What follows belongs to an exercise in optimizing a design on an open flow for small area, a short achievable clock period and few clock cycles; a production flow would make more cautious choices. The RTL was checked by simulation tests, not by an equivalence proof against the original design. Power and IR drop assume default switching activity.

== lane 1 ==
Design mat_mul, start of the top module:
module mat_mul #
    (
        parameter integer INPUT_SIZE = 49,
        parameter integer RESULT_SIZE = 1,
        parameter integer WEIGHT_SIZE = INPUT_SIZE*RESULT_SIZE,
        parameter integer INPUT_ADDR_SIZE = 10,
        parameter integer RESULT_ADDR_SIZE = 2,
        parameter integer WEIGHT_ADDR_SIZE = 6,
        parameter integer FIXED_POINT_AMOUNT = 12,
        parameter integer DATA_WIDTH = 32
    )
    (
        input wire  s00_axi_aclk,
        input wire  s00_axi_aresetn,
        output wire  s00_axis_tready,
        input  wire  [DATA_WIDTH-1 : 0] s00_axis_tdata,
        input  wire  s00_axis_tlast,
        input  wire  s00_axis_tvalid,
        output wire  m00_axis_tvalid,
        output wire  [DATA_WIDTH-1 : 0] m00_axis_tdata,
        output wire  [(DATA_WIDTH/8)-1 : 0] m00_axis_tstrb,
        output wire  m00_axis_tlast,
        input  wire  m00_axis_tready,
        input wire sel,
        input wire start,
        output wire [DATA_WIDTH-1 : 0] MAC_result,
        output wire valid_MAC_result
    );
clock: 15.0 ns
lec_check: 0
abc_area: 1
cap_margin: 20
core_margin: 2
core_utilization: 45
cts_buf_list: sky130_fd_sc_hd__clkbuf_16
cts_cluster_diameter: 100
cts_cluster_size: 25
place_density: 0.6
slew_margin: 20
run.sh (not shown) runs the stock make flow with config.mk's settings and CLKGATE_MAP_FILE= SYNTH_SCRIPT=/design/flow/synth_recipe.tcl, a recipe that flattens the netlist after the stock synthesis.
Testbench counts of lane 1, summed over its fixed seeds: cycles 27,609.
The following lists how lane 2 was set up differently from lane 1:
==> flow/flow/run.sh (new file) <==
#!/bin/bash
set -euo pipefail
bash standard.sh SETUP_SLACK_MARGIN=10.8 \
    "BUFFER_PORTS_ARGS=-buffer_cell sky130_fd_sc_hd__buf_4" \
    finish > flow_make.log 2>&1
==> flow/standard.sh (new file) <==
#!/bin/bash
# synth_recipe.tcl (not shown) runs the flow's synth.tcl, then flattens the netlist and writes it again
# the make line also repeats each setting of config.mk as NAME=value (left out here)
make -C /OpenROAD-flow-scripts/flow DESIGN_CONFIG=/design/flow/config.mk WORK_HOME=/design/flow/orfs CLKGATE_MAP_FILE= SYNTH_SCRIPT=/design/flow/synth_recipe.tcl "${@:-finish}"
removed: flow/run.sh
Results
- Compared with lane 1, lane 2 shows a smallest hold slack that is 5.0 ps lower.
- Register-to-register slack (higher): lane 2
- Going from lane 1 to lane 2, maximum VDD drop went down 5.9%, final period utilization went down, count of clock-buffer cells in the layout now sits higher.
- Maximum clock frequency sits higher in lane 2 than in lane 1.
#### Input delta (lane 3 over lane 2)
-- flow/flow/run.sh --
<<< lane 2, line 3
bash standard.sh SETUP_SLACK_MARGIN=10.8 \
>>> lane 3, line 3
bash standard.sh SETUP_SLACK_MARGIN=11 \
<<< lane 2, line 5
>>> lane 3, line 5
    "CTS_ARGS=-sink_clustering_enable -repair_clock_nets -sink_clustering_size 25 -sink_clustering_max_diameter 100 -buf_list sky130_fd_sc_hd__clkbuf_16 -dont_use_dummy_load" \
Lane 3 | stages: all done | timing, DRC, antenna: all pass. Combinational power share: lane 3 vs lane 2 up 0.4 points. When lane 3 is measured against lane 2, its post-CTS setup-driven buffer insertion count turns out 1 higher. Per the comparison of lane 3 with lane 2, post-route minimum period went up by 16 ps, post-route clock skew went up by 40 ps. Compared with lane 2, in lane 3 number of iterations in the first detailed-routing pass decreased 1, signed area change from the synthesized netlist to the final layout decreased 0.66 points. Compared with lane 2, number of vias in the routed layout in lane 3 decreased slightly. The final reports for lane 3 and lane 2 show vias per cell lower in the former. Lane 3 against lane 2: proportion of cell area spent on the clock network went down by 0.51 points, final worst-path setup slack saw a decrease.
Relative to lane 3, the following input files were edited for lane 4:
- CORE_UTILIZATION now 55, was 45
- PLACE_DENSITY now 0.65, was 0.6
==> flow/flow/run.sh <==
#!/bin/bash
set -euo pipefail
bash standard.sh SETUP_SLACK_MARGIN=10.8 \
    "BUFFER_PORTS_ARGS=-buffer_cell sky130_fd_sc_hd__buf_4" \
    finish > flow_make.log 2>&1
### Flow results
Sequential cell count: lane 4 vs lane 3 identical. Routed wire length was higher in lane 4 than in lane 3. The die area reported for lane 4 is smaller than that of lane 3 by 38000 um2. Summary of lane 4 over lane 3: achievable clock frequency saw an increase, met2 routed wirelength higher, number of tap cells inserted went down about 20%.

what the ideal ports hide:
Ports are ideal in the flow. The routed layouts listed here were re-timed in OpenROAD. Step 1 sets driving cells, clkbuf_16 on the clock port and buf_2 on the other inputs (assumed; they add their load-dependent delay and slew). Step 2, shift: input delay + t, output delay - t, t = (earliest + latest rising clock arrival at the registers) / 2. This alone moves slack from input paths to output paths. a / b / c = ideal ports / drivers / drivers and shift; a / b = the first two.
run | shift t [ns] | setup slack, ns | hold slack, ns | latest minus earliest clock arrival (ns)
lane 1 | 0.918 | 9.781 / 9.781 / 9.258 | 0.300 / 0.300 / 0.300 | 0.058 / 0.058
lane 2 | 0.917 | 10.640 / 10.553 / 10.077 | 0.295 / 0.295 / 0.295 | 0.059 / 0.059
lane 3 | 0.881 | 10.623 / 10.573 / 10.263 | 0.258 / 0.258 / 0.258 | 0.110 / 0.111
lane 4 | 0.909 | 10.656 / 10.573 / 10.203 | 0.314 / 0.314 / 0.314 | 0.037 / 0.037
After both steps every run listed still meets setup and hold. For lane 2, which loses most, drivers alone change the setup slack by -0.087 ns; drivers and shift together by -0.563 ns.
